This is an optimization exercise on Yosys and OpenROAD, whose aim is small area, not a production implementation.
The RTL was checked by simulation tests, not by an equivalence proof against the original design.
Power is estimated from default activity; no workload was simulated.

<file path="flow/design.v">
`timescale 1ns / 1ps
module i2cMaster(clk, reset, go, rd, scl, sda, scl_int, sda_int, done, shift_en, sbit);
input clk, reset;
input go;        
input rd;        
input scl, sda;  
output reg scl_int, sda_int;  
output done;      
output shift_en;  
output sbit;      
localparam CW = 10;  
reg [CW-1:0] count;
reg stretch;
reg [3:0] state;
reg [3:0] bc;
reg nb;  
wire z8   = (count[CW-3:0] == 0);
wire ne   = z8 & (count[CW-1:CW-2] == 2'd0);
wire wbit = z8 & (count[CW-1:CW-2] == 2'd1);
wire pe   = z8 & (count[CW-1:CW-2] == 2'd2);
wire rbit = z8 & (count[CW-1:CW-2] == 2'd3);
wire win  = count[CW-1] & ~count[CW-2] & ~z8;  
wire idle = scl & sda;
wire bcz  = (bc == 4'd0);
assign done  = (state == 4'd0);
wire bc_hi = bc[3] | (bc[2] & (bc[1] | bc[0]));              
wire bc_lo = ~bcz & ~bc[3] & ~(bc[2] & bc[1]);              
assign sbit = ~nb & (bc == 4'd5);
assign shift_en = (state == 4'd12) & rbit & (nb ? bc_hi : bc_lo);
wire bytest = (state == 4'd2) | (state == 4'd4) | (state == 4'd7) | (state == 4'd9) | (state == 4'd12);
reg txbit;
always @(*)
	case (state)
	4'd2: txbit = (bc == 4'd6) | (bc == 4'd5);
	4'd7: txbit = (bc == 4'd6) | (bc == 4'd5) | (bc == 4'd1);
	4'd4: txbit = (bc == 4'd1) | ((bc == 4'd3) & rd);
	default: txbit = 1'b0;
	endcase
always @(posedge clk)
	if (reset)
		count <= 0;
	else if (state == 4'd0)
		count <= 0;
	else if (!stretch)
		count <= count + 1'b1;
always @(posedge clk)
	if (reset)
		stretch <= 1'b0;
	else if (win)
		stretch <= ~scl;
always @(posedge clk)
	if (ne & (bcz | ~bytest))
		bc <= 4'd8;
	else if (~bcz & (((state == 4'd12) & rbit) | ((state != 4'd12) & bytest & wbit)))
		bc <= bc - 1'b1;
always @(posedge clk)
if (reset) begin
	scl_int <= 1'b1; sda_int <= 1'b1; state <= 4'd0;
end else
	case (state)
	4'd0: if (go & idle) begin nb <= 1'b0; state <= 4'd1; end
	4'd1: if (rbit) sda_int <= 1'b0;
	      else if (ne & ~sda_int) begin scl_int <= 1'b0; state <= 4'd2; end
	4'd2, 4'd4, 4'd7, 4'd9: begin
		if (wbit) begin
			if (~bcz) sda_int <= txbit;
		end else if (pe) scl_int <= 1'b1;
		else if (ne) begin
			scl_int <= 1'b0;
			if (bcz) begin
				sda_int <= 1'b1;
				case (state)
				4'd2: state <= 4'd3;
				4'd4: state <= 4'd5;
				4'd7: state <= 4'd8;
				default: begin state <= 4'd10; nb <= ~nb; end
				endcase
			end
		end
	end
	4'd3, 4'd5, 4'd8:
		if (pe) scl_int <= 1'b1;
		else if (ne) begin
			scl_int <= 1'b0; sda_int <= 1'b1;
			case (state)
			4'd3: state <= 4'd4;
			4'd5: state <= rd ? 4'd6 : 4'd9;
			default: state <= 4'd12;
			endcase
		end
	4'd6: if (wbit) scl_int <= 1'b1;
	      else if (rbit) sda_int <= 1'b0;
	      else if (ne & ~sda) begin scl_int <= 1'b0; state <= 4'd7; end
	4'd10: if (pe) scl_int <= 1'b1;
	       else if (ne) begin
	       	scl_int <= 1'b0;
	       	if (nb) begin sda_int <= 1'b1; state <= 4'd9; end
	       	else begin sda_int <= 1'b0; state <= 4'd11; end
	       end
	4'd11: if (pe) scl_int <= 1'b1;
	       else if (rbit) sda_int <= 1'b1;
	       else if (ne) begin scl_int <= 1'b1; sda_int <= 1'b1; state <= 4'd0; end
	4'd12: if (pe) scl_int <= 1'b1;
	       else if (ne) begin
	       	scl_int <= 1'b0;
	       	if (bcz) begin nb <= ~nb; state <= 4'd13; end
	       end
	4'd13: if (wbit) sda_int <= ~nb;
	       else if (pe) scl_int <= 1'b1;
	       else if (ne) begin
	       	scl_int <= 1'b0;
	       	if (nb) begin sda_int <= 1'b1; state <= 4'd12; end
	       	else begin sda_int <= 1'b0; state <= 4'd11; end
	       end
	default: ;
	endcase
endmodule
`timescale 1ns / 1ps
module controller(clk, reset, done, shift_en, sbit, sda, go, rd, dh, dt, dn, v16);
input clk, reset;
input done;             
input shift_en, sbit, sda;  
output go;
output rd;              
output reg [1:0] dh;    
output reg [3:0] dt;    
output reg [3:0] dn;    
output reg v16;         
localparam [4:0]
	S_INIT = 5'd0, S_GOW = 5'd1, S_ACCW = 5'd2, S_WAIT = 5'd3,
	S_GOR = 5'd5, S_ACCR = 5'd6, S_DONE = 5'd7,
	S_C12 = 5'd11, S_H0 = 5'd12, S_T0 = 5'd16, S_W15 = 5'd26, S_W16 = 5'd27,
	S_W17 = 5'd28, S_W18 = 5'd29, S_W19 = 5'd30, S_W5 = 5'd31;
reg [4:0] state;
reg sign;
reg [1:0] wh;
reg [3:0] wt, wo;
assign go = (state == S_GOW) | (state == S_GOR);
assign rd = (state == S_DONE);
wire b = sda ^ sign;
wire o9 = (wo == 4'd9);
wire t9 = (wt == 4'd9);
wire w255 = wh[1] & (wt == 4'd5) & (wo == 4'd5);
wire inc = sign & ~w255;
wire [1:0] hT = w255 & sign ? 2'd0 : wh + (inc & o9 & t9);
wire [3:0] tT = w255 & sign ? 4'd0 : (inc & o9) ? (t9 ? 4'd0 : wt + 1'b1) : wt;
wire [3:0] oT = w255 & sign ? 4'd0 : inc ? (o9 ? 4'd0 : wo + 1'b1) : wo;
wire [3:0] oa = (wo > 4'd4) ? wo + 4'd3 : wo;
wire [3:0] ta = (wt > 4'd4) ? wt + 4'd3 : wt;
always @(posedge clk)
	if (shift_en) begin
		if (sbit) begin
			sign <= sda; wh <= 2'd0; wt <= 4'd0; wo <= 4'd0;
		end else begin
			wh <= {wh[0], ta[3]}; wt <= {ta[2:0], oa[3]}; wo <= {oa[2:0], b};
		end
	end
always @(posedge clk)
if (reset) begin
	state <= S_INIT; dh <= 2'd3; dt <= 4'd14; dn <= 4'd14; v16 <= 1'b0;
end else
	case (state)
	S_INIT: if (done) state <= S_GOW;
	S_GOW: state <= S_ACCW;
	S_ACCW: if (~done) state <= S_WAIT;
	S_WAIT: if (done) state <= S_GOR;
	S_GOR: state <= S_ACCR;
	S_ACCR: if (~done) state <= S_DONE;
	S_DONE: if (done) state <= S_C12;
	S_C12: state <= S_H0;
	5'd12, 5'd13, 5'd14: state <= (state[1:0] == hT) ? S_T0 : state + 1'b1;
	5'd16, 5'd17, 5'd18, 5'd19, 5'd20, 5'd21, 5'd22, 5'd23, 5'd24, 5'd25:
		state <= (state[3:0] == tT) ? S_W15 : state + 1'b1;
	S_W15: state <= S_W16;
	S_W16: begin v16 <= 1'b1; state <= S_W17; end
	S_W17: begin dh <= hT; state <= S_W18; end
	S_W18: begin dt <= tT; state <= S_W19; end
	S_W19: begin dn <= oT; state <= S_W5; end
	S_W5: state <= S_WAIT;
	default: ;
	endcase
endmodule
`timescale 1ns / 1ps
module LCDI(clk, reset, dh, dt, dn, v16, dataout, control);
input clk, reset;
input [1:0] dh;   
input [3:0] dt;   
input [3:0] dn;   
input v16;        
output reg [3:0] dataout;
output [2:0] control;  
localparam M_INIT = 2'd0, M_CFG = 2'd1, M_LINE = 2'd2, M_CHAR = 2'd3;
reg [1:0] mode;
reg [3:0] ph;
reg [10:0] delay;
reg [4:0] idx;     
reg [3:0] DR;      
wire dz  = (delay == 11'h7FF);
wire m0  = (mode == M_INIT);
wire lng = m0 & (ph == 4'd1 | ph == 4'd3 | ph == 4'd5 | ph == 4'd10 | ph == 4'd13);
wire rep = dz & lng & ({DR, idx} != 9'd0);    
wire adv = (dz & ~rep) | (m0 & (ph == 4'd0));
reg [3:0] clo;
always @(*)
	case (idx)
	5'd0:  clo = (dh == 2'd3) ? 4'hE : {2'b00, dh};
	5'd1:  clo = dt;
	5'd2:  clo = dn;
	5'd16: clo = v16 ? 4'h9 : 4'hE;
	default: clo = 4'hE;
	endcase
reg [3:0] cmdlo;
always @(*)
	case (idx[1:0])
	2'd0: cmdlo = 4'h8;
	2'd1: cmdlo = 4'h6;
	2'd2: cmdlo = 4'hC;
	default: cmdlo = 4'h1;
	endcase
reg [3:0] hi, lo;
always @(*) begin
	case (mode)
	M_CFG:  hi = {2'b00, idx[1:0] == 2'd0, 1'b0};
	M_LINE: hi = {1'b1, idx[4], 2'b00};
	default: hi = (DR == 4'hE) ? 4'hF : {1'b0, idx[4], ~idx[4], ~idx[4]};
	endcase
	case (mode)
	M_CFG:  lo = cmdlo;
	M_LINE: lo = 4'h0;
	default: lo = DR;
	endcase
end
reg [1:0] nmode;
reg [3:0] nph;
always @(*) begin
	nmode = mode; nph = ph + 1'b1;
	if (m0)
		case (ph)
		4'd9:  begin nmode = M_CFG; nph = 4'd0; end
		4'd11, 4'd13: begin nmode = M_LINE; nph = 4'd0; end
		4'd12: if (idx != 5'd0) begin nmode = M_LINE; nph = 4'd0; end
		default: ;
		endcase
	else if (ph == 4'd0) begin
		if (mode == M_CFG && idx == 5'd0) begin nmode = M_INIT; nph = 4'd10; end
	end else if (ph == 4'd9) begin
		nph = 4'd0;
		if (mode == M_LINE) nmode = M_CHAR;
		else if (mode == M_CHAR && (idx[3:0] == 4'd15)) begin nmode = M_INIT; nph = 4'd12; end
	end
end
reg [10:0] nd;
reg [8:0] nc;
always @(*) begin
	nc = 9'd137;
	if (nmode == M_INIT)
		case (nph)
		4'd1: nd = 11'h7FF;
		4'd3: begin nd = 11'h281; nc = 9'd410; end
		4'd5: begin nd = 11'h281; nc = 9'd510; end
		4'd7, 4'd9: nd = 11'h7FB;
		4'd10: begin nd = 11'h7FF; nc = 9'd471; end
		4'd13: begin nd = 11'h7FF; nc = 9'd12; end
		4'd2, 4'd4, 4'd6, 4'd8: nd = 11'h266;
		default: nd = 11'h7FF;
		endcase
	else
		case (nph)
		4'd2, 4'd4, 4'd6, 4'd8: nd = 11'h1FF;
		4'd3, 4'd7: nd = 11'h266;
		4'd5: nd = 11'h28B;
		4'd9: nd = 11'h7FB;
		default: nd = 11'h7FF;
		endcase
end
assign control[2] = m0 ? (ph == 4'd2 | ph == 4'd4 | ph == 4'd6 | ph == 4'd8)
                       : (ph == 4'd3 | ph == 4'd7);
assign control[1] = (mode == M_CHAR) & (ph == 4'd2 | ph == 4'd3 | ph == 4'd4 |
                                        ph == 4'd6 | ph == 4'd7 | ph == 4'd8);
assign control[0] = 1'b0;
always @(posedge clk)
	delay <= adv ? nd : rep ? 11'h7F6 : {delay[9:0], delay[10] ^ delay[8]};
wire nlng = (nmode == M_INIT) & (nph == 4'd1 | nph == 4'd3 | nph == 4'd5 | nph == 4'd10 | nph == 4'd13);
always @(posedge clk)
	if (rep) {DR, idx} <= {DR, idx} + 1'b1;
	else if (adv) begin
		if (m0 & (ph == 4'd9)) idx <= 5'd28;
		else if (nlng) {DR, idx} <= nc;
		else if (~m0 & (ph == 4'd0)) DR <= clo;
		else if (~m0 & (ph == 4'd9) & (mode != M_LINE)) idx <= idx + 1'b1;
	end
always @(posedge clk)
if (reset) begin
	mode <= M_INIT; ph <= 4'd0; dataout <= 4'd0;
end else if (adv) begin
	mode <= nmode; ph <= nph;
	if (m0) begin
		if (ph == 4'd1 | ph == 4'd3 | ph == 4'd5) dataout <= 4'h3;
		else if (ph == 4'd7) dataout <= 4'h2;
	end else begin
		if (ph == 4'd1) dataout <= hi;
		else if (ph == 4'd5) dataout <= lo;
	end
end
endmodule
`timescale 1ns / 1ps
module temp_display(clk, reset, dataout, control, scl_in, sda_in, scl_out, sda_out);
input clk, reset;
input scl_in, sda_in;     
output scl_out, sda_out;  
output [3:0] dataout;
output [2:0] control;
wire go, rd, done, shift_en, sbit;
wire [1:0] dh;
wire [3:0] dt, dn;
wire v16;
i2cMaster I2c(.clk(clk), .reset(reset), .go(go), .rd(rd), .scl(scl_in), .sda(sda_in),
              .scl_int(scl_out), .sda_int(sda_out), .done(done), .shift_en(shift_en), .sbit(sbit));
controller Control(.clk(clk), .reset(reset), .done(done), .shift_en(shift_en), .sbit(sbit),
                   .sda(sda_in), .go(go), .rd(rd), .dh(dh), .dt(dt), .dn(dn), .v16(v16));
LCDI display(.clk(clk), .reset(reset), .dh(dh), .dt(dt), .dn(dn), .v16(v16),
             .dataout(dataout), .control(control));
endmodule
</file>
<file path="flow/flow/run.sh">
#!/bin/bash
# Layout flow: the standard synthesis, then the combinational logic between
# the registers is re-mapped for area with ABC (registers, their names and cell
# types are kept), the re-mapped netlist is proven equivalent to the standard
# one, and the standard ORFS flow lays it out. Each tool's output goes to a log
# file of its own in the work folder.
set -euo pipefail
W=$(pwd)
R=$W/orfs/results/${FLOW_PLATFORM}/temp_display/base
LIB=${FLOW_HOME}/platforms/${FLOW_PLATFORM}/lib/sky130_fd_sc_hd__tt_025C_1v80.lib
YOSYS=yosys
command -v yosys >/dev/null 2>&1 || YOSYS=${FLOW_HOME}/../tools/install/yosys/bin/yosys

bash standard.sh synth > $W/synth.log 2>&1
cp $R/1_2_yosys.v $W/synth_standard.v

# cells the synthesis must not use, as the standard synthesis was told
DU=$(grep -o -- "-dont_use [^ ]*" $(ls $W/orfs/logs/${FLOW_PLATFORM}/temp_display/base/1_2_yosys.log) | sort -u | tr '\n' ' ')
# register and tie cells stay as they are
SEQ=$(grep -o "sky130_fd_sc_hd__[a-z0-9_]*" $W/synth_standard.v | sort -u | grep -E "__(df|edf|sdf|dl|conb)" | tr '\n' ' ')

remap() {  # remap SCRIPT OUT LOG
	cat > $W/remap_$1.ys <<EOY
read_liberty -ignore_miss_func $LIB
setattr -mod -set blackbox 1 $SEQ
read_verilog $W/synth_standard.v
hierarchy -top ${FLOW_TOP}
flatten
opt_clean
abc -liberty $LIB $DU -script $W/flow/$1.abc
opt_clean -purge
hilomap -singleton -hicell sky130_fd_sc_hd__conb_1 HI -locell sky130_fd_sc_hd__conb_1 LO
insbuf -buf sky130_fd_sc_hd__buf_4 A X
splitnets
opt_clean -purge
tee -q -o $W/remap_$1_stat.txt stat -liberty $LIB
write_verilog -noexpr -noattr -nohex -nodec $2
EOY
	$YOSYS -s $W/remap_$1.ys > $3 2>&1
}

prove() {  # prove NETLIST LOG NAME: the netlist does what the standard one does
	cat > $W/prove_$3.ys <<EOY
read_liberty -ignore_miss_func $LIB
setattr -mod -set blackbox 1 $SEQ
read_verilog $W/synth_standard.v
rename ${FLOW_TOP} gold
read_verilog $1
rename ${FLOW_TOP} gate
hierarchy -check
flatten gold gate
opt_clean
equiv_make gold gate equiv
hierarchy -top equiv
equiv_simple
equiv_status -assert
EOY
	$YOSYS -s $W/prove_$3.ys > $2 2>&1
}

area() { grep "Chip area" $1 | awk '{print $NF}'; }

best=$W/synth_standard.v
$YOSYS -p "read_liberty -lib $LIB; read_verilog $W/synth_standard.v; hierarchy -top ${FLOW_TOP}; tee -q -o $W/standard_stat.txt stat -liberty $LIB" > $W/standard_stat.log 2>&1
best_area=$(area $W/standard_stat.txt)
echo "standard synthesis: $best_area" > $W/remap_summary.txt
cands="nfa nfb ama amb"
for s in $cands; do
	remap $s $W/remap_$s.v $W/remap_$s.log &
done
wait || true
for s in $cands; do
	if [[ -s $W/remap_$s.v ]] && grep -q "Chip area" $W/remap_${s}_stat.txt 2>/dev/null && prove $W/remap_$s.v $W/prove_$s.log $s; then
		a=$(area $W/remap_${s}_stat.txt)
		echo "$s: $a (proven)" >> $W/remap_summary.txt
		if awk "BEGIN{exit !($a < $best_area)}"; then best=$W/remap_$s.v; best_area=$a; fi
	else
		echo "$s: failed" >> $W/remap_summary.txt
	fi
done
echo "using $best" >> $W/remap_summary.txt
cp $best $R/1_2_yosys.v
rm -f $R/1_synth.odb $R/1_synth.sdc
# port buffers: the smallest buffer cell
bash standard.sh "BUFFER_PORTS_ARGS=-buffer_cell sky130_fd_sc_hd__buf_1" finish > $W/layout.log 2>&1
</file>
<file path="flow/flow/ama.abc">
strash; &get -n; &deepsyn -T 240 -S 1; &put; dch -f; amap; topo
</file>
<file path="flow/flow/amb.abc">
strash; &get -n; &deepsyn -T 240 -S 3; &put; dch -f; amap; topo
</file>
<file path="flow/flow/nfa.abc">
strash; &get -n; &deepsyn -T 240 -S 1; &dch -f; &nf -R 1000; &put; topo
</file>
<file path="flow/flow/nfb.abc">
strash; &get -n; &deepsyn -T 240 -S 2; &dch -f; &nf -R 1000; &put; topo
</file>
<file path="flow/standard.sh">
#!/bin/bash
# synth_recipe.tcl (not shown) runs the flow's synth.tcl, then flattens the netlist and writes it again
# the make line also repeats each setting of config.mk as NAME=value (left out here)
make -C /OpenROAD-flow-scripts/flow DESIGN_CONFIG=/design/flow/config.mk WORK_HOME=/design/flow/orfs CLKGATE_MAP_FILE= SYNTH_SCRIPT=/design/flow/synth_recipe.tcl "${@:-finish}"
</file>
<file path="flow/config.mk">
export PLATFORM = sky130hd
export DESIGN_NAME = temp_display
export DESIGN_NICKNAME = temp_display
export VERILOG_FILES = /design/flow/design.v
export SDC_FILE = /design/flow/constraint.sdc
export NUM_CORES = 4
export LEC_CHECK = 0
export CAP_MARGIN = 20
export CORE_MARGIN = 2
export CORE_UTILIZATION = 40
export CTS_BUF_LIST = sky130_fd_sc_hd__clkbuf_8
export SLEW_MARGIN = 20
</file>
<file path="flow/constraint.sdc">
create_clock -name core_clock -period 10.0 [get_ports {clk}]
set_input_delay 2.0000 -clock core_clock [delete_from_list [all_inputs] [get_ports {clk}]]
set_output_delay 2.0000 -clock core_clock [all_outputs]
set_load 0.01 [all_outputs]
</file>
==> flow_summary_export.csv, run 1 <==
group,metric,value,unit
clocking,clkTransAtPathRegs,0.09,ns
timing,finalSetupViolCount,0,
global_routing,grt_use_total,18.6,%
timing,worst_pin_slew,0.858,ns
global_routing,grt_pass1_vias,3659,
setup_path,reg2reg_to,"display.ph[3]$_SDFFE_PP0N_",
die,pin_count,13,
cells_and_area,n_antenna_cell,0,
clocking,root_buffer,"clkbuf_8",
drt,top_layer,"met4",
clocking,cts_made_buffers,9,
timing,slew_violations,0,
clocking,clk_path_buf_depth,2,
timing,fin_crit_sh,38.8,%
placed_design,io_buffer_count,11,
setup_path,worstPathMaxFanout,16,
drt,drc,0,
power,leakagePower,1.54,nW
setup_path,crit_type,"register to output port",
die,die_y,107,um
clocking,clock_sinks,79,
drt,wl_met1,4850,um
drt,ant_nets,0,
cells_and_area,nFillCells,1019,
timing,fin_skew,0.0133,ns
clocking,cts_resized,0,
timing,slew-limit-headroom,42.2,%
setup_path,arrival,1.88,ns
timing,hold_viol,0,
global_routing,antenna_found_initial,0,
timing,timing.final.ws_setup,6.12,ns
cells_and_area,final_cell_mix,"nor2_1, nand2_1, dfxtp_1",
clocking,postCtsSetupBuffers,0,
synthesis,synth_nets,533,
status,status,"complete, no violations",
drt,met3_wirelength,472,um
die,dieArea,11400,um2
worst_hold_path,hold_path.startpoint,"display.dataout[0]$_SDFFE_PP0P_",
die,row_count,37,
synthesis,syn_area,4240,um2
setup_path,r2r-start,"display.idx[1]$_DFFE_PP_",
die,start_util,41.0,%
clocking,clock_latency,0.37,ns
cells_and_area,nNetsFinal,552,
placed_design,hpwl,7280,um
placed_design,dp_slack,6.25,ns
clocking,cts_hold_buf,0,
cells_and_area,syn_to_final_growth,8.51,%
drt,first_pass_iters,5,
drt,vias,3888,
global_routing,grt_max_degree,22,
drt,drt_wl_total,10100,um
drt,vias_per_cell,5.65,
power,powerDensity,220,nW/um2
cells_and_area,layout_commonest_cell,"nor2_1",
worst_hold_path,min_path_type,"register to register",
setup_path,ff2ff_path_depth,11,
synthesis,synthCells,529,
drt,wl_per_cell,14.6,um
placed_design,gp_congestion,0.928,
timing,min_period,3.88,ns
cells_and_area,layout-drive-gt1-share,3.08,%
setup_path,startpoint_type,"register",
clocking,cts-htree-levels,3,
die,chipWidth,107,um
drt,route.met2.wl,4530,um
timing,grt_setup_unrepaired,"false",
drt,dr.first_iter.drc_count,236,
global_routing,grt_pass1_wl,17100,um
global_routing,grt.overflow.total,0,
setup_path,r2r_slack,6.14,ns
timing,fmax,0.257,GHz
setup_path,end_kind,"output port",
job,max_cap_viol_count,0,
clocking,cts_tree,"built",
synthesis,yosysWarnings,3,
die,core,10300,um2
synthesis,syn_avg_cell_area,8.01,um2
worst_hold_path,min_path_cells,2,
timing,tns,0,ns
power,ir_worst_vdd,0.0000756,V
setup_path,worst-endpoint-required,8.00,ns
worst_hold_path,whs_endpoint,"display.dataout[0]$_SDFFE_PP0P_",
[per-stage QoR]
stage	utilization, %	instance area (um2)	power, mW	hold slack (ns)	std cells
2_1_floorplan	-	4240	0.709	0.417	529
3_3_place_gp	42.9	4430	0.795	0.432	673
3_5_place_dp	42.9	4430	0.798	0.433	673
4_1_cts	44.5	4600	1.01	0.444	688
5_1_grt	44.5	4600	1.08	0.468	688
6_report	44.5	4600	1.01	0.445	688
[flip-flops by register name (all words and copies together) (netlist names), 5 cells and up]
| signal | count |
|---|---|
| Control.state | 5 |
| display.idx | 5 |
| I2c.count | 10 |
| display.delay | 11 |
[layout make-up]
cell class	instances	area (um2)	area share [%]
Clock buffer	10	138	2.99
Multi-Input combinational cell	431	2350	51.2
Timing Repair Buffer	13	56.3	1.22
Sequential cell	79	1790	39.0
Inverter	14	52.6	1.14
Tap cell	136	170	3.70
Clock inverter	5	33.8	0.735
[per-layer routing]
layer | global-route usage (%) | vias up
met5 | 0 | -
met4 | 8.63 | 0
met3 | 4.62 | 25
met2 | 28.3 | 95
met1 | 24.8 | 1800
li1 | - | 1968
[report_power, final]
part	total, mW	internal [mW]	switching (mW)
Combinational	0.314	0.116	0.198
Clock	0.216	0.0956	0.121
Sequential	0.483	0.402	0.0805
Total	1.01	0.614	0.399
[worst max-delay path, stage by stage, from the launching register on]
cell	delay, ns
dfxtp_1	0.65
nor2_1	0.21
nor2_1	0.16
a21oi_1	0.09
o21ai_0	0.22
buf_1	0.17
[worst max path at each step]
| stage | from | endpoint | slack [ns] | depth (start not counted) |
|---|---|---|---|---|
| global placement | display.idx[0]$_DFFE_PP_ | display.ph[3]$_SDFFE_PP0N_ | 6.41 | 11 |
| floorplan | display.ph[2]$_SDFFE_PP0N_ | control[2] | 6.84 | 4 |
| global route | display.idx[0]$_DFFE_PP_ | display.ph[3]$_SDFFE_PP0N_ | 5.77 | 11 |
| detailed placement | display.idx[0]$_DFFE_PP_ | display.ph[3]$_SDFFE_PP0N_ | 6.25 | 11 |
| CTS | display.ph[2]$_SDFFE_PP0N_ | control[2] | 6.15 | 5 |
| finish | display.ph[2]$_SDFFE_PP0N_ | control[2] | 6.12 | 5 |
==> run 2: changes to the inputs <==
--- a/flow/design.v
+++ b/flow/design.v
@@ -11,9 +11,7 @@
 localparam CW = 10;  
 reg [CW-1:0] count;
 reg stretch;
-reg [3:0] state;
-reg [3:0] bc;
-reg nb;  
+reg [5:0] k;
 wire z8   = (count[CW-3:0] == 0);
 wire ne   = z8 & (count[CW-1:CW-2] == 2'd0);
 wire wbit = z8 & (count[CW-1:CW-2] == 2'd1);
@@ -21,25 +19,44 @@
 wire rbit = z8 & (count[CW-1:CW-2] == 2'd3);
 wire win  = count[CW-1] & ~count[CW-2] & ~z8;  
 wire idle = scl & sda;
-wire bcz  = (bc == 4'd0);
-assign done  = (state == 4'd0);
-wire bc_hi = bc[3] | (bc[2] & (bc[1] | bc[0]));              
-wire bc_lo = ~bcz & ~bc[3] & ~(bc[2] & bc[1]);              
-assign sbit = ~nb & (bc == 4'd5);
-assign shift_en = (state == 4'd12) & rbit & (nb ? bc_hi : bc_lo);
-wire bytest = (state == 4'd2) | (state == 4'd4) | (state == 4'd7) | (state == 4'd9) | (state == 4'd12);
-reg txbit;
-always @(*)
-	case (state)
-	4'd2: txbit = (bc == 4'd6) | (bc == 4'd5);
-	4'd7: txbit = (bc == 4'd6) | (bc == 4'd5) | (bc == 4'd1);
-	4'd4: txbit = (bc == 4'd1) | ((bc == 4'd3) & rd);
-	default: txbit = 1'b0;
-	endcase
+localparam P_IDLE = 3'd0, P_START = 3'd1, P_SEND = 3'd2, P_ACK = 3'd3,
+           P_SR = 3'd4, P_READ = 3'd5, P_MACK = 3'd6, P_STOP = 3'd7;
+reg [2:0] pk;    
+reg txbit;       
+reg last;        
+always @(*) begin
+	txbit = 1'b0; last = 1'b0;
+	if (k == 6'd0) pk = P_IDLE;
+	else if (k == 6'd1) pk = P_START;
+	else if (k <= 6'd9) begin            
+		pk = P_SEND; txbit = (k == 6'd4) | (k == 6'd5); last = (k == 6'd9);
+	end else if (k == 6'd10) begin pk = P_ACK; last = 1'b1; end
+	else if (k <= 6'd18) begin           
+		pk = P_SEND; txbit = (k == 6'd18) | ((k == 6'd16) & rd); last = (k == 6'd18);
+	end else if (k == 6'd19) begin pk = P_ACK; last = 1'b1; end
+	else if (~rd) begin                  
+		if (k == 6'd28) begin pk = P_ACK; last = 1'b1; end
+		else if (k == 6'd37) pk = P_ACK;
+		else if (k == 6'd38) pk = P_STOP;
+		else begin pk = P_SEND; last = (k == 6'd27) | (k == 6'd36); end
+	end else begin                       
+		if (k == 6'd20) pk = P_SR;
+		else if (k <= 6'd28) begin       
+			pk = P_SEND; txbit = (k == 6'd23) | (k == 6'd24) | (k == 6'd28); last = (k == 6'd28);
+		end else if (k == 6'd29) begin pk = P_ACK; last = 1'b1; end
+		else if (k == 6'd38) begin pk = P_MACK; last = 1'b1; end
+		else if (k == 6'd47) pk = P_MACK;
+		else if (k == 6'd48) pk = P_STOP;
+		else pk = P_READ;
+	end
+end
+assign done = (k == 6'd0);
+assign sbit = (k == 6'd33);
+assign shift_en = rd & rbit & (((k >= 6'd33) & (k <= 6'd37)) | ((k >= 6'd39) & (k <= 6'd42)));
 always @(posedge clk)
 	if (reset)
 		count <= 0;
-	else if (state == 4'd0)
+	else if (k == 6'd0)
 		count <= 0;
 	else if (!stretch)
 		count <= count + 1'b1;
@@ -49,70 +66,30 @@
 	else if (win)
 		stretch <= ~scl;
 always @(posedge clk)
-	if (ne & (bcz | ~bytest))
-		bc <= 4'd8;
-	else if (~bcz & (((state == 4'd12) & rbit) | ((state != 4'd12) & bytest & wbit)))
-		bc <= bc - 1'b1;
-always @(posedge clk)
 if (reset) begin
-	scl_int <= 1'b1; sda_int <= 1'b1; state <= 4'd0;
+	scl_int <= 1'b1; sda_int <= 1'b1; k <= 6'd0;
 end else
-	case (state)
-	4'd0: if (go & idle) begin nb <= 1'b0; state <= 4'd1; end
-	4'd1: if (rbit) sda_int <= 1'b0;
-	      else if (ne & ~sda_int) begin scl_int <= 1'b0; state <= 4'd2; end
-	4'd2, 4'd4, 4'd7, 4'd9: begin
+	case (pk)
+	P_IDLE: if (go & idle) k <= 6'd1;
+	P_START: if (rbit) sda_int <= 1'b0;
+	         else if (ne & ~sda_int) begin scl_int <= 1'b0; k <= k + 1'b1; end
+	P_SR: if (wbit) scl_int <= 1'b1;
+	      else if (rbit) sda_int <= 1'b0;
+	      else if (ne & ~sda) begin scl_int <= 1'b0; k <= k + 1'b1; end
+	P_STOP: if (pe) scl_int <= 1'b1;
+	        else if (rbit) sda_int <= 1'b1;
+	        else if (ne) begin scl_int <= 1'b1; sda_int <= 1'b1; k <= 6'd0; end
+	default: begin  
 		if (wbit) begin
-			if (~bcz) sda_int <= txbit;
+			if (pk == P_SEND) sda_int <= txbit;
+			else if (pk == P_MACK) sda_int <= ~last;    
 		end else if (pe) scl_int <= 1'b1;
 		else if (ne) begin
-			scl_int <= 1'b0;
-			if (bcz) begin
-				sda_int <= 1'b1;
-				case (state)
-				4'd2: state <= 4'd3;
-				4'd4: state <= 4'd5;
-				4'd7: state <= 4'd8;
-				default: begin state <= 4'd10; nb <= ~nb; end
-				endcase
-			end
+			scl_int <= 1'b0; k <= k + 1'b1;
+			if (last) sda_int <= 1'b1;
+			else if (pk == P_ACK | pk == P_MACK) sda_int <= 1'b0;   
 		end
 	end
-	4'd3, 4'd5, 4'd8:
-		if (pe) scl_int <= 1'b1;
-		else if (ne) begin
-			scl_int <= 1'b0; sda_int <= 1'b1;
-			case (state)
-			4'd3: state <= 4'd4;
-			4'd5: state <= rd ? 4'd6 : 4'd9;
-			default: state <= 4'd12;
-			endcase
-		end
-	4'd6: if (wbit) scl_int <= 1'b1;
-	      else if (rbit) sda_int <= 1'b0;
-	      else if (ne & ~sda) begin scl_int <= 1'b0; state <= 4'd7; end
-	4'd10: if (pe) scl_int <= 1'b1;
-	       else if (ne) begin
-	       	scl_int <= 1'b0;
-	       	if (nb) begin sda_int <= 1'b1; state <= 4'd9; end
-	       	else begin sda_int <= 1'b0; state <= 4'd11; end
-	       end
-	4'd11: if (pe) scl_int <= 1'b1;
-	       else if (rbit) sda_int <= 1'b1;
-	       else if (ne) begin scl_int <= 1'b1; sda_int <= 1'b1; state <= 4'd0; end
-	4'd12: if (pe) scl_int <= 1'b1;
-	       else if (ne) begin
-	       	scl_int <= 1'b0;
-	       	if (bcz) begin nb <= ~nb; state <= 4'd13; end
-	       end
-	4'd13: if (wbit) sda_int <= ~nb;
-	       else if (pe) scl_int <= 1'b1;
-	       else if (ne) begin
-	       	scl_int <= 1'b0;
-	       	if (nb) begin sda_int <= 1'b1; state <= 4'd12; end
-	       	else begin sda_int <= 1'b0; state <= 4'd11; end
-	       end
-	default: ;
 	endcase
 endmodule
 `timescale 1ns / 1ps
==> run 2 against run 1 <==
Effect of this change: global-route usage decreased by 0.91 points; clock-buffer cell count unchanged; via count decreased by 2.9%; total power decreased by 5.9%; sequential cell count decreased by 3; design area decreased by 1.4%; largest cell class unchanged; largest power group unchanged; highest routed layer unchanged.
==> flow_summary_export.csv, run 2 <==
group,metric,value,unit
timing,fin_skew,0.0153,ns
setup_path,cp_num_cells,7,
setup_path,crit_chain,"or2_0 -> nand2_1 -> nor2_1 -> nor4_1 -> nor2_1 -> a21oi_1 -> buf_1",
synthesis,syn_avg_cell_area,8.18,um2
die,die_y,105,um
setup_path,path_buf_inv,1,
drt,drt_wl_total,9570,um
placed_design,io_buffer_count,11,
global_routing,use_met2,27.9,%
cells_and_area,syn_to_final_growth,10.2,%
die,chipWidth,105,um
power,powerDensity,210,nW/um2
cells_and_area,top_regs,"display.delay (11), I2c.count (10), I2c.k (6)",
drt,vias,3777,
global_routing,gr-max-usage-layer,"met2",
setup_path,startpoint_type,"register",
clocking,clkTransAtPathRegs,0.08,ns
setup_path,worstPathMaxFanout,15,
setup_path,arrival,2.16,ns
setup_path,r2r_slack,6.41,ns
job,max_cap_viol_count,0,
setup_path,critical-path-max-stage-delay,0.43,ns
worst_hold_path,min_path_type,"register to register",
setup_path,path_delay_family,"simple AND/OR/NAND/NOR gates",
cells_and_area,final_cell_mix,"nor2_1, dfxtp_1, a21oi_1",
cells_and_area,nNetsFinal,527,
setup_path,crit_start,"display.mode[1]$_SDFFE_PP0N_",
setup_path,reg2reg_to,"Control.state[3]$_SDFFE_PP0P_",
setup_path,ff2ff_path_depth,12,
global_routing,grt_max_degree,28,
drt,drc,0,
clocking,cts_resized,0,
timing,slew-limit-headroom,43.4,%
setup_path,worst-endpoint-required,8.00,ns
timing,finalSetupViolCount,0,
drt,wl_per_cell,14.4,um
power,leakagePower,1.60,nW
clocking,clock_sinks,76,
clocking,cts_tree,"built",
global_routing,grt.overflow.total,0,
timing,timing.final.ws_setup,5.84,ns
timing,hold_viol,0,
timing,fin_crit_sh,41.6,%
drt,first_pass_iters,5,
cells_and_area,n_antenna_cell,0,
synthesis,syn_area,4110,um2
global_routing,antenna_found_initial,0,
die,pin_count,13,
clocking,cts-htree-levels,3,
drt,vias_per_cell,5.69,
placed_design,gp_congestion,0.856,
synthesis,synth_nets,507,
die,row_count,37,
die,dieArea,11100,um2
clocking,root_buffer,"clkbuf_8",
synthesis,yosysWarnings,3,
global_routing,grt_use_total,17.7,%
cells_and_area,utilization,44.7,%
timing,fmax,0.240,GHz
placed_design,hpwl,6810,um
cells_and_area,layout-drive-gt1-share,3.41,%
setup_path,end_kind,"output port",
cells_and_area,multi_input_area,2340,um2
cells_and_area,largest_reg_flops,11,
timing,slew_violations,0,
clocking,cts_hold_buf,0,
global_routing,use_met3,3.59,%
setup_path,cp_slowest_cell,"dfxtp_1",
clocking,clock_latency,0.34,ns
setup_path,r2r-start,"Control.sign$_DFFE_PP_",
setup_path,endpoint,"control[2]",
die,start_util,40.6,%
timing,tns,0,ns
timing,worst_pin_slew,0.842,ns
global_routing,grt_pass1_wl,16200,um
cells_and_area,largest-register,"display.delay",
die,core,10100,um2
clocking,cts_made_buffers,9,
clocking,clk_path_buf_depth,2,
global_routing,grtUsageMet1,23.9,%
setup_path,crit_type,"register to output port",
synthesis,synthCells,503,
clocking,postCtsSetupBuffers,0,
power,ir_worst_vdd,0.0000870,V
cells_and_area,nFillCells,1016,
cells_and_area,layout_commonest_cell,"nor2_1",
drt,dr.first_iter.drc_count,224,
timing,hold_slack,0.452,ns
timing,min_period,4.16,ns
timing,grt_setup_unrepaired,"false",
drt,ant_nets,0,
placed_design,dp_slack,6.23,ns
status,status,"complete, no violations",
setup_path,cpMostUsedCell,"nor2_1",
cells_and_area,seq_area,1720,um2
global_routing,grt_pass1_vias,3473,
==> run 2: worst min path at each step <==
stage / start / depth (start not counted) / end / slack (ns)
floorplan: display.delay[6]$_DFF_P_ / 2 / display.delay[7]$_DFF_P_ / 0.42
global placement: display.delay[3]$_DFF_P_ / 1 / display.delay[4]$_DFF_P_ / 0.44
detailed placement: display.delay[7]$_DFF_P_ / 1 / display.delay[8]$_DFF_P_ / 0.44
CTS: Control.dt[0]$_SDFFE_PP0N_ / 2 / Control.dt[0]$_SDFFE_PP0N_ / 0.45
global route: display.delay[4]$_DFF_P_ / 1 / display.delay[5]$_DFF_P_ / 0.47
finish: Control.dt[0]$_SDFFE_PP0N_ / 2 / Control.dt[0]$_SDFFE_PP0N_ / 0.45
==> run 2: metal layers <==
metal | share of wire, % | routed length [um]
met5 | 0 | 0
met4 | 1.9 | 177
met3 | 4.4 | 422
met2 | 46 | 4390
met1 | 48 | 4580
==> run 2: layout make-up <==
type                       instances  share of cell area (%)
clock buffer                      10                    3.04
clock inverter                     6                    1.74
inverter                           5                   0.414
multi-input combinational        417                    51.7
sequential                        76                    38.0
tap                              136                    3.75
timing repair buffer              14                    1.41
==> run 2: stage by stage <==
step / cell area (um2) / std cells / total power, mW
after floorplan: 4110 / 503 / 0.629
after global placement: 4320 / 648 / 0.699
after detailed placement: 4320 / 648 / 0.698
after CTS: 4530 / 664 / 0.956
after global routing: 4530 / 664 / 1.02
final: 4530 / 664 / 0.953
==> run 2: worst min-delay path: stages (launching register included) <==
cell,delay (ns)
dfxtp_1,0.32
clkinv_1,0.04
o22ai_1,0.05
==> run 2: power breakdown <==
group / switching (mW) / leakage, nW / internal (mW) / total (mW)
logic: 0.158 / 0.837 / 0.0954 / 0.253
registers: 0.0621 / 0.640 / 0.380 / 0.442
clock network: 0.112 / 0.119 / 0.145 / 0.257
total: 0.332 / 1.60 / 0.621 / 0.953
==> run 3: changes to the inputs <==
--- a/flow/flow/run.sh
+++ b/flow/flow/run.sh
@@ -81,5 +81,8 @@
 echo "using $best" >> $W/remap_summary.txt
 cp $best $R/1_2_yosys.v
 rm -f $R/1_synth.odb $R/1_synth.sdc
-# port buffers: the smallest buffer cell
-bash standard.sh "BUFFER_PORTS_ARGS=-buffer_cell sky130_fd_sc_hd__buf_1" finish > $W/layout.log 2>&1
+# port buffers: the smallest buffer cell; clock tree of clkbuf_8 without
+# the dummy loads that only balance the tree
+bash standard.sh "BUFFER_PORTS_ARGS=-buffer_cell sky130_fd_sc_hd__buf_1" \
+	"CTS_ARGS=-sink_clustering_enable -repair_clock_nets -buf_list sky130_fd_sc_hd__clkbuf_8 -dont_use_dummy_load" \
+	finish > $W/layout.log 2>&1
--- a/flow/config.mk
+++ b/flow/config.mk
@@ -9,4 +9,5 @@
 export CORE_MARGIN = 2
 export CORE_UTILIZATION = 40
 export CTS_BUF_LIST = sky130_fd_sc_hd__clkbuf_8
+export GPL_TIMING_DRIVEN = 0
 export SLEW_MARGIN = 20
==> run 3 against run 2 <==
Effect of this change: utilization decreased by 0.70 points; design area decreased by 1.6%; clock-buffer cell count decreased by 1; combinational power about the same; clock power decreased by about 30%; largest cell class unchanged; via count decreased by 1.0%; synthesized cell count unchanged; final cell count decreased by 0.60%; sequential share of layout area increased by 0.61 points; global-route usage decreased by 0.40 points; area after synthesis unchanged.
==> flow_summary_export.csv, run 3 <==
group,metric,value,unit
status,status,"complete, no violations",
timing,finalSetupViolCount,0,
setup_path,arrival,2.17,ns
power,leakagePower,1.56,nW
power,power_frac_comb,29.1,%
power,pwr-share-seq,50.4,%
power,swShare,36.4,%
timing,fin_skew,0.0271,ns
placed_design,placed_cell_area,4340,um2
power,powerDensity,197,nW/um2
drt,dr.first_iter.drc_count,187,
cells_and_area,layout_commonest_cell,"nor2_1",
timing,tns,0,ns
global_routing,antenna_found_initial,0,
timing,fmax,0.240,GHz
synthesis,synth_nets,507,
die,dieArea,11100,um2
cells_and_area,top_regs,"display.delay (11), I2c.count (10), I2c.k (6)",
timing,timing.final.ws_setup,5.83,ns
cells_and_area,largest-register,"display.delay",
clocking,clock_latency,0.36,ns
power,ir_worst_vdd,0.0000717,V
cells_and_area,n_antenna_cell,0,
drt,vias,3739,
die,core,10100,um2
placed_design,dp_cells,651,
cells_and_area,syn_to_final_growth,8.46,%
synthesis,syn_area,4110,um2
die,chipWidth,105,um
drt,first_pass_iters,4,
power,pwr-share-clk,20.5,%
global_routing,grt_pass1_wl,15800,um
cells_and_area,final_cell_mix,"nor2_1, dfxtp_1, a21oi_1",
global_routing,grt_pass1_vias,3426,
setup_path,worst-endpoint-required,8.00,ns
clocking,clkTransAtPathRegs,0.09,ns
clocking,cts_resized,0,
die,die_y,105,um
clocking,cts-htree-levels,3,
setup_path,startpoint_type,"register",
timing,worst_pin_slew,0.881,ns
placed_design,hpwl,6820,um
synthesis,synthCells,503,
setup_path,end_kind,"output port",
clocking,clock_sinks,76,
die,pin_count,13,
timing,hold_viol,0,
drt,drt_wl_total,9540,um
placed_design,gp_congestion,0.855,
synthesis,syn_avg_cell_area,8.18,um2
setup_path,worstPathMaxFanout,15,
drt,ant_nets,0,
worst_hold_path,min_path_type,"register to register",
drt,vias_per_cell,5.67,
clocking,root_buffer,"clkbuf_8",
timing,grt_setup_unrepaired,"false",
setup_path,crit_type,"register to output port",
die,start_util,40.6,%
global_routing,grt_max_degree,28,
cells_and_area,largest_reg_flops,11,
clocking,cts_tree,"built",
timing,min_period,4.17,ns
drt,drc,0,
clocking,cts_made_buffers,9,
timing,slew-limit-headroom,40.8,%
setup_path,r2r_slack,6.27,ns
global_routing,grt_use_total,17.3,%
global_routing,grt.overflow.total,0,
cells_and_area,nNetsFinal,530,
cells_and_area,final_cells,660,
job,max_cap_viol_count,0,
die,row_count,37,
power,p_sw,0.320,mW
timing,slew_violations,0,
cells_and_area,stdcell_area,4460,um2
clocking,postCtsSetupBuffers,0,
synthesis,yosysWarnings,3,
timing,fin_crit_sh,41.7,%
clocking,clk_path_buf_depth,2,
placed_design,io_buffer_count,11,
drt,wl_per_cell,14.5,um
cells_and_area,layout-drive-gt1-share,3.24,%
placed_design,dp_slack,6.22,ns
power,p_int,0.560,mW
clocking,cts_hold_buf,0,
## run 3: worst max-delay path: stages (launching register included)
cell and delay (ns):
dfxtp_1 0.43, or2_0 0.37, nand2_1 0.11, nor2_1 0.06
nor4_1 0.37, nor2_1 0.17, a21oi_1 0.14, buf_1 0.16
## run 3: worst paths after layout
kind / start / endpoint / cells after the start
setup reg to reg: Control.sign$_DFFE_PP_ / Control.state[3]$_SDFFE_PP0P_ / 12
setup / recovery: display.mode[1]$_SDFFE_PP0N_ / control[2] / 7
hold / removal: Control.dt[0]$_SDFFE_PP0N_ / Control.dt[0]$_SDFFE_PP0N_ / 2
hold reg to reg: Control.dt[0]$_SDFFE_PP0N_ / Control.dt[0]$_SDFFE_PP0N_ / 2
## run 3: power by group through the flow
stage                     clock network [mW]  logic, mW  registers [mW]
after CTS                              0.183      0.256           0.442
after detailed placement                   0      0.254           0.449
after global routing                   0.195      0.288           0.452
final                                  0.180      0.256           0.443
after global placement                     0      0.251           0.447
after floorplan                            0      0.200           0.429
## run 3: stage by stage
stage / utilization [%] / power (mW) / hold slack (ns)
after floorplan: - / 0.629 / 0.423
after global placement: 42.7 / 0.698 / 0.438
after detailed placement: 42.8 / 0.703 / 0.444
after CTS: 44.0 / 0.881 / 0.454
after global routing: 44.0 / 0.934 / 0.476
final: 44.0 / 0.880 / 0.451
## run 3: cell type report
| type | count | area [um2] |
|---|---|---|
| Timing Repair Buffer | 12 | 47.5 |
| Fill cell | 1020 | 5680 |
| Sequential cell | 76 | 1720 |
| Multi-Input combinational cell | 417 | 2340 |
| Inverter | 5 | 18.8 |
| Buffer | 5 | 37.5 |
| Tap cell | 136 | 170 |
| Clock buffer | 9 | 124 |
## run 3: routing by layer
| metal | vias to the layer above | track usage [%] | wire (um) |
|---|---|---|---|
| met1 | 1741 | 22.7 | 4610 |
| met2 | 74 | 27.7 | 4370 |
| met3 | 13 | 3.03 | 354 |
| li1 | 1911 | - | - |
| met5 | - | 0 | 0 |
| met4 | 0 | 7.90 | 209 |
==> run 4: changes to the inputs <==
--- a/flow/design.v
+++ b/flow/design.v
@@ -1,17 +1,22 @@
 `timescale 1ns / 1ps
-module i2cMaster(clk, reset, go, rd, scl, sda, scl_int, sda_int, done, shift_en, sbit);
+module i2cMaster(clk, reset, scl, sda, scl_int, sda_int, hT, tT, shift_en, sbit, wr16, wrh, wrt, wrn);
 input clk, reset;
-input go;        
-input rd;        
 input scl, sda;  
 output reg scl_int, sda_int;  
-output done;      
+input [1:0] hT;   
+input [3:0] tT;
 output shift_en;  
 output sbit;      
+output wr16, wrh, wrt, wrn;  
 localparam CW = 10;  
+localparam [5:0] K_DEAD = 6'd0, K_START = 6'd1, K_WSTOP = 6'd38, K_RSTOP = 6'd48,
+	K_SEEN = 6'd49, K_C12 = 6'd50, K_H = 6'd51, K_T = 6'd52, K_W15 = 6'd53,
+	K_W16 = 6'd54, K_W17 = 6'd55, K_W18 = 6'd56, K_W19 = 6'd57, K_W5 = 6'd58,
+	K_WAIT = 6'd59, K_GO = 6'd60;
 reg [CW-1:0] count;
 reg stretch;
 reg [5:0] k;
+reg rd;    
 wire z8   = (count[CW-3:0] == 0);
 wire ne   = z8 & (count[CW-1:CW-2] == 2'd0);
 wire wbit = z8 & (count[CW-1:CW-2] == 2'd1);
@@ -19,14 +24,14 @@
 wire rbit = z8 & (count[CW-1:CW-2] == 2'd3);
 wire win  = count[CW-1] & ~count[CW-2] & ~z8;  
 wire idle = scl & sda;
-localparam P_IDLE = 3'd0, P_START = 3'd1, P_SEND = 3'd2, P_ACK = 3'd3,
+localparam P_NONE = 3'd0, P_START = 3'd1, P_SEND = 3'd2, P_ACK = 3'd3,
            P_SR = 3'd4, P_READ = 3'd5, P_MACK = 3'd6, P_STOP = 3'd7;
 reg [2:0] pk;    
 reg txbit;       
 reg last;        
 always @(*) begin
 	txbit = 1'b0; last = 1'b0;
-	if (k == 6'd0) pk = P_IDLE;
+	if (k == 6'd0 || k > K_RSTOP) pk = P_NONE;
 	else if (k == 6'd1) pk = P_START;
 	else if (k <= 6'd9) begin            
 		pk = P_SEND; txbit = (k == 6'd4) | (k == 6'd5); last = (k == 6'd9);
@@ -38,7 +43,8 @@
 		if (k == 6'd28) begin pk = P_ACK; last = 1'b1; end
 		else if (k == 6'd37) pk = P_ACK;
 		else if (k == 6'd38) pk = P_STOP;
-		else begin pk = P_SEND; last = (k == 6'd27) | (k == 6'd36); end
+		else if (k < 6'd38) begin pk = P_SEND; last = (k == 6'd27) | (k == 6'd36); end
+		else pk = P_NONE;
 	end else begin                       
 		if (k == 6'd20) pk = P_SR;
 		else if (k <= 6'd28) begin       
@@ -50,13 +56,17 @@
 		else pk = P_READ;
 	end
 end
-assign done = (k == 6'd0);
 assign sbit = (k == 6'd33);
 assign shift_en = rd & rbit & (((k >= 6'd33) & (k <= 6'd37)) | ((k >= 6'd39) & (k <= 6'd42)));
+assign wr16 = (k == K_W16);
+assign wrh = (k == K_W17);
+assign wrt = (k == K_W18);
+assign wrn = (k == K_W19);
+wire hdone = (k == K_H) & (count[1:0] == hT);
+wire tdone = (k == K_T) & (count[3:0] == tT);
+wire run = (pk != P_NONE) | ((k == K_H) & ~hdone) | (k == K_T);
 always @(posedge clk)
-	if (reset)
-		count <= 0;
-	else if (k == 6'd0)
+	if (reset | ~run)
 		count <= 0;
 	else if (!stretch)
 		count <= count + 1'b1;
@@ -67,10 +77,17 @@
 		stretch <= ~scl;
 always @(posedge clk)
 if (reset) begin
-	scl_int <= 1'b1; sda_int <= 1'b1; k <= 6'd0;
+	scl_int <= 1'b1; sda_int <= 1'b1; k <= K_WAIT; rd <= 1'b0;
 end else
 	case (pk)
-	P_IDLE: if (go & idle) k <= 6'd1;
+	P_NONE:
+		case (k)
+		K_DEAD: ;
+		K_GO: k <= idle ? K_START : K_DEAD;
+		K_H: if (hdone) k <= K_T;
+		K_T: if (tdone) k <= K_W15;
+		default: k <= k + 1'b1;    
+		endcase
 	P_START: if (rbit) sda_int <= 1'b0;
 	         else if (ne & ~sda_int) begin scl_int <= 1'b0; k <= k + 1'b1; end
 	P_SR: if (wbit) scl_int <= 1'b1;
@@ -78,7 +95,11 @@
 	      else if (ne & ~sda) begin scl_int <= 1'b0; k <= k + 1'b1; end
 	P_STOP: if (pe) scl_int <= 1'b1;
 	        else if (rbit) sda_int <= 1'b1;
-	        else if (ne) begin scl_int <= 1'b1; sda_int <= 1'b1; k <= 6'd0; end
+	        else if (ne) begin
+	        	scl_int <= 1'b1; sda_int <= 1'b1;
+	        	if (rd) k <= K_SEEN;
+	        	else begin k <= K_WAIT; rd <= 1'b1; end
+	        end
 	default: begin  
 		if (wbit) begin
 			if (pk == P_SEND) sda_int <= txbit;
@@ -93,34 +114,26 @@
 	endcase
 endmodule
 `timescale 1ns / 1ps
-module controller(clk, reset, done, shift_en, sbit, sda, go, rd, dh, dt, dn, v16);
+module controller(clk, reset, shift_en, sbit, sda, wr16, wrh, wrt, wrn, hT, tT, dh, dt, dn, v16);
 input clk, reset;
-input done;             
 input shift_en, sbit, sda;  
-output go;
-output rd;              
+input wr16, wrh, wrt, wrn;  
+output [1:0] hT;        
+output [3:0] tT;
 output reg [1:0] dh;    
 output reg [3:0] dt;    
 output reg [3:0] dn;    
 output reg v16;         
-localparam [4:0]
-	S_INIT = 5'd0, S_GOW = 5'd1, S_ACCW = 5'd2, S_WAIT = 5'd3,
-	S_GOR = 5'd5, S_ACCR = 5'd6, S_DONE = 5'd7,
-	S_C12 = 5'd11, S_H0 = 5'd12, S_T0 = 5'd16, S_W15 = 5'd26, S_W16 = 5'd27,
-	S_W17 = 5'd28, S_W18 = 5'd29, S_W19 = 5'd30, S_W5 = 5'd31;
-reg [4:0] state;
 reg sign;
 reg [1:0] wh;
 reg [3:0] wt, wo;
-assign go = (state == S_GOW) | (state == S_GOR);
-assign rd = (state == S_DONE);
 wire b = sda ^ sign;
 wire o9 = (wo == 4'd9);
 wire t9 = (wt == 4'd9);
 wire w255 = wh[1] & (wt == 4'd5) & (wo == 4'd5);
 wire inc = sign & ~w255;
-wire [1:0] hT = w255 & sign ? 2'd0 : wh + (inc & o9 & t9);
-wire [3:0] tT = w255 & sign ? 4'd0 : (inc & o9) ? (t9 ? 4'd0 : wt + 1'b1) : wt;
+assign hT = w255 & sign ? 2'd0 : wh + (inc & o9 & t9);
+assign tT = w255 & sign ? 4'd0 : (inc & o9) ? (t9 ? 4'd0 : wt + 1'b1) : wt;
 wire [3:0] oT = w255 & sign ? 4'd0 : inc ? (o9 ? 4'd0 : wo + 1'b1) : wo;
 wire [3:0] oa = (wo > 4'd4) ? wo + 4'd3 : wo;
 wire [3:0] ta = (wt > 4'd4) ? wt + 4'd3 : wt;
@@ -134,28 +147,13 @@
 	end
 always @(posedge clk)
 if (reset) begin
-	state <= S_INIT; dh <= 2'd3; dt <= 4'd14; dn <= 4'd14; v16 <= 1'b0;
-end else
-	case (state)
-	S_INIT: if (done) state <= S_GOW;
-	S_GOW: state <= S_ACCW;
-	S_ACCW: if (~done) state <= S_WAIT;
-	S_WAIT: if (done) state <= S_GOR;
-	S_GOR: state <= S_ACCR;
-	S_ACCR: if (~done) state <= S_DONE;
-	S_DONE: if (done) state <= S_C12;
-	S_C12: state <= S_H0;
-	5'd12, 5'd13, 5'd14: state <= (state[1:0] == hT) ? S_T0 : state + 1'b1;
-	5'd16, 5'd17, 5'd18, 5'd19, 5'd20, 5'd21, 5'd22, 5'd23, 5'd24, 5'd25:
-		state <= (state[3:0] == tT) ? S_W15 : state + 1'b1;
-	S_W15: state <= S_W16;
-	S_W16: begin v16 <= 1'b1; state <= S_W17; end
-	S_W17: begin dh <= hT; state <= S_W18; end
-	S_W18: begin dt <= tT; state <= S_W19; end
-	S_W19: begin dn <= oT; state <= S_W5; end
-	S_W5: state <= S_WAIT;
-	default: ;
-	endcase
+	dh <= 2'd3; dt <= 4'd14; dn <= 4'd14; v16 <= 1'b0;
+end else begin
+	if (wr16) v16 <= 1'b1;
+	if (wrh) dh <= hT;
+	if (wrt) dt <= tT;
+	if (wrn) dn <= oT;
+end
 endmodule
 `timescale 1ns / 1ps
 module LCDI(clk, reset, dh, dt, dn, v16, dataout, control);
@@ -287,14 +285,16 @@
 output scl_out, sda_out;  
 output [3:0] dataout;
 output [2:0] control;
-wire go, rd, done, shift_en, sbit;
-wire [1:0] dh;
-wire [3:0] dt, dn;
+wire shift_en, sbit, wr16, wrh, wrt, wrn;
+wire [1:0] hT, dh;
+wire [3:0] tT, dt, dn;
 wire v16;
-i2cMaster I2c(.clk(clk), .reset(reset), .go(go), .rd(rd), .scl(scl_in), .sda(sda_in),
-              .scl_int(scl_out), .sda_int(sda_out), .done(done), .shift_en(shift_en), .sbit(sbit));
-controller Control(.clk(clk), .reset(reset), .done(done), .shift_en(shift_en), .sbit(sbit),
-                   .sda(sda_in), .go(go), .rd(rd), .dh(dh), .dt(dt), .dn(dn), .v16(v16));
+i2cMaster I2c(.clk(clk), .reset(reset), .scl(scl_in), .sda(sda_in),
+              .scl_int(scl_out), .sda_int(sda_out), .hT(hT), .tT(tT), .shift_en(shift_en), .sbit(sbit),
+              .wr16(wr16), .wrh(wrh), .wrt(wrt), .wrn(wrn));
+controller Control(.clk(clk), .reset(reset), .shift_en(shift_en), .sbit(sbit), .sda(sda_in),
+                   .wr16(wr16), .wrh(wrh), .wrt(wrt), .wrn(wrn), .hT(hT), .tT(tT),
+                   .dh(dh), .dt(dt), .dn(dn), .v16(v16));
 LCDI display(.clk(clk), .reset(reset), .dh(dh), .dt(dt), .dn(dn), .v16(v16),
              .dataout(dataout), .control(control));
 endmodule
==> run 4 against run 3 <==
Effect of this change: fmax decreased by 0.75%; wire length decreased by 0.25%; worst hold slack gained 0.011 ns; sequential power grew 16%; clock power shrank 2%; critical path type is now register to register; largest power group unchanged.
==> flow_summary_export.csv, run 4 <==
group,metric,value,unit
synthesis,syn_area,3930,um2
global_routing,grt_max_degree,30,
timing,hold_viol,0,
setup_path,r2r-start,"display.mode[0]$_SDFFE_PP0N_",
clocking,clkTransAtPathRegs,0.07,ns
power,pwr-share-seq,44.2,%
drt,vias,3638,
power,powerDensity,271,nW/um2
cells_and_area,largest_reg_flops,11,
power,pwr-share-clk,15.2,%
clocking,clk_path_buf_depth,2,
synthesis,synth_nets,493,
placed_design,hpwl,6780,um
setup_path,arrival,4.39,ns
global_routing,grt_pass1_vias,3207,
timing,fin_crit_sh,42.0,%
power,leakagePower,1.46,nW
die,chipWidth,103,um
clocking,cts_made_buffers,9,
clocking,cts_hold_buf,0,
die,start_util,40.8,%
cells_and_area,top_regs,"display.delay (11), I2c.count (10), I2c.k (6)",
clocking,cts-htree-levels,3,
placed_design,dp_cells,633,
setup_path,cp_slowest_cell,"a211oi_1",
timing,fin_skew,0.0222,ns
clocking,cts_tree,"built",
timing,worst_pin_slew,0.928,ns
power,p_int,0.659,mW
power,p_sw,0.501,mW
timing,slew-limit-headroom,37.8,%
placed_design,gp_congestion,0.883,
cells_and_area,n_antenna_cell,0,
die,row_count,36,
setup_path,r2r_slack,5.80,ns
drt,vias_per_cell,5.67,
power,swShare,43.2,%
timing,fmax,0.238,GHz
die,pin_count,13,
global_routing,grt_pass1_wl,15800,um
timing,min_period,4.20,ns
worst_hold_path,min_path_type,"register to register",
drt,wl_per_cell,14.8,um
setup_path,startpoint_type,"register",
worst_hold_path,min_path_cells,1,
setup_path,crit_type,"register to register",
timing,grt_setup_unrepaired,"false",
setup_path,worstPathMaxFanout,11,
job,max_cap_viol_count,0,
drt,drt_wl_total,9520,um
global_routing,grt.overflow.total,0,
setup_path,crit_chain,"or2_0 -> nor2_1 -> and2_0 -> a22oi_1 -> a21oi_1 -> nor2_1 -> nand2_1 -> a211oi_1 -> nand2_1 -> a2111oi_0 -> nor3_1",
synthesis,syn_avg_cell_area,8.04,um2
timing,finalSetupViolCount,0,
timing,slew_violations,0,
global_routing,grt_use_total,18.6,%
cells_and_area,layout_commonest_cell,"nor2_1",
clocking,clock_sinks,72,
global_routing,antenna_found_initial,0,
setup_path,end_kind,"register",
drt,ant_nets,0,
die,die_y,103,um
cells_and_area,final_cell_mix,"nor2_1, nand2_1, dfxtp_1",
clocking,cts_resized,0,
setup_path,path_delay_family,"simple AND/OR/NAND/NOR gates",
worst_hold_path,hold_path.startpoint,"display.delay[6]$_DFF_P_",
cells_and_area,syn_to_final_growth,8.68,%
status,status,"complete, no violations",
setup_path,ff2ff_path_depth,11,
power,ir_worst_vdd,0.0000871,V
drt,dr.first_iter.drc_count,244,
timing,hold_slack,0.462,ns
die,dieArea,10600,um2
synthesis,synthCells,489,
die,core,9640,um2
power,p_total,1.16,mW
clocking,postCtsSetupBuffers,0,
timing,tns,0,ns
cells_and_area,final_cells,642,
clocking,clock_latency,0.35,ns
power,power_frac_comb,40.6,%
drt,first_pass_iters,5,
setup_path,critical-path-max-stage-delay,0.82,ns
cells_and_area,nNetsFinal,515,
synthesis,yosysWarnings,3,
setup_path,reg2reg_to,"display.dataout[0]$_SDFFE_PP0P_",
placed_design,io_buffer_count,11,
drt,drc,0,
cells_and_area,layout-drive-gt1-share,3.34,%
worst_hold_path,whs_endpoint,"display.delay[7]$_DFF_P_",
setup_path,path_buf_inv,0,
cells_and_area,largest-register,"display.delay",
setup_path,worst-endpoint-required,10.19,ns
clocking,root_buffer,"clkbuf_8",
==> run 4: worst register-to-register path, stage by stage (launching register included) <==
cell and delay [ns]:
dfxtp_1 0.54, or2_0 0.51, nor2_1 0.18, and2_0 0.23
a22oi_1 0.21, a21oi_1 0.10, nor2_1 0.56, nand2_1 0.23
a211oi_1 0.82, nand2_1 0.13, a2111oi_0 0.45, nor3_1 0.09
==> run 4: how the worst max path moves through the flow <==
| stage | from | endpoint | slack [ns] | cells past startpoint |
|---|---|---|---|---|
| floorplan | display.mode[0]$_SDFFE_PP0N_ | control[1] | 6.63 | 5 |
| global placement | display.mode[0]$_SDFFE_PP0N_ | display.dataout[0]$_SDFFE_PP0P_ | 5.80 | 11 |
| detailed placement | display.mode[0]$_SDFFE_PP0N_ | display.dataout[0]$_SDFFE_PP0P_ | 5.87 | 11 |
| CTS | display.mode[0]$_SDFFE_PP0N_ | display.dataout[0]$_SDFFE_PP0P_ | 5.86 | 11 |
| global route | display.mode[0]$_SDFFE_PP0N_ | display.dataout[0]$_SDFFE_PP0P_ | 5.28 | 11 |
| finish | display.mode[0]$_SDFFE_PP0N_ | display.dataout[0]$_SDFFE_PP0P_ | 5.80 | 11 |
==> run 4: layer usage <==
layer	share of wire, %	GRT usage [%]	routed length [um]	vias up
li1	-	-	-	1827
met1	51	28.8	4870	1704
met2	43	26.0	4080	97
met3	5.2	3.63	494	10
met4	0.84	5.67	80	0
met5	0	0	0	-
==> run 4: power groups by stage <==
stage / registers (mW) / clock network, mW / logic (mW)
after floorplan: 0.480 / 0 / 0.363
after global placement: 0.514 / 0 / 0.457
after detailed placement: 0.516 / 0 / 0.460
after CTS: 0.510 / 0.182 / 0.463
after global routing: 0.530 / 0.196 / 0.530
final: 0.513 / 0.176 / 0.471
==> run 4: cell type report <==
class / instances / area, um2
plain buffers: 5 / 37.5
clock buffers: 9 / 124
fillers: 966 / 5360
inverters: 13 / 48.8
multi-input cells: 399 / 2210
flip-flops and latches: 72 / 1640
well taps: 133 / 166
repair buffers: 11 / 42.5
==> run 4: per-stage QoR <==
step	cell area [um2]	utilization [%]	setup WS, ns
3_5_place_dp	4140	43.0	5.87
5_1_grt	4280	44.4	5.28
3_3_place_gp	4140	43.0	5.80
6_report	4280	44.4	5.80
4_1_cts	4270	44.3	5.86
2_1_floorplan	3930	-	6.63

[port drivers added, routing unchanged]
The results above use ideal ports. As a check the final layouts listed here were re-extracted and re-timed, cells and wires unchanged. Step 1 sets driving cells, clkbuf_16 on the clock port and buf_2 on the other inputs (assumed; they add their load-dependent delay and slew). Step 2 adds t to the input delays and takes it off the output delays; t is the mean of the earliest and latest rising clock arrival at the registers after step 1. Input paths then give back, and output paths get back, about the clock's delay inside the block. Three values: ideal ports, drivers, drivers and shift; two values: the first two.
| run | t, ns | slack for setup (ns) | worst setup path at the end | latest minus earliest clock arrival (ns) | slew at the worst register clock pin (ns) |
|---|---|---|---|---|---|
| run 1 | 0.394 | 6.116 / 6.085 / 6.145 | register to register | 0.013 / 0.013 | 0.09 / 0.09 |
| run 2 | 0.370 | 5.841 / 5.807 / 6.177 | register to output | 0.015 / 0.015 | 0.08 / 0.08 |
| run 3 | 0.378 | 5.834 / 5.800 / 6.177 | register to output | 0.028 / 0.029 | 0.09 / 0.09 |
| run 4 | 0.368 | 5.802 / 5.799 / 5.802 | register to register | 0.022 / 0.023 | 0.08 / 0.08 |
After both steps every run listed still meets setup and hold.
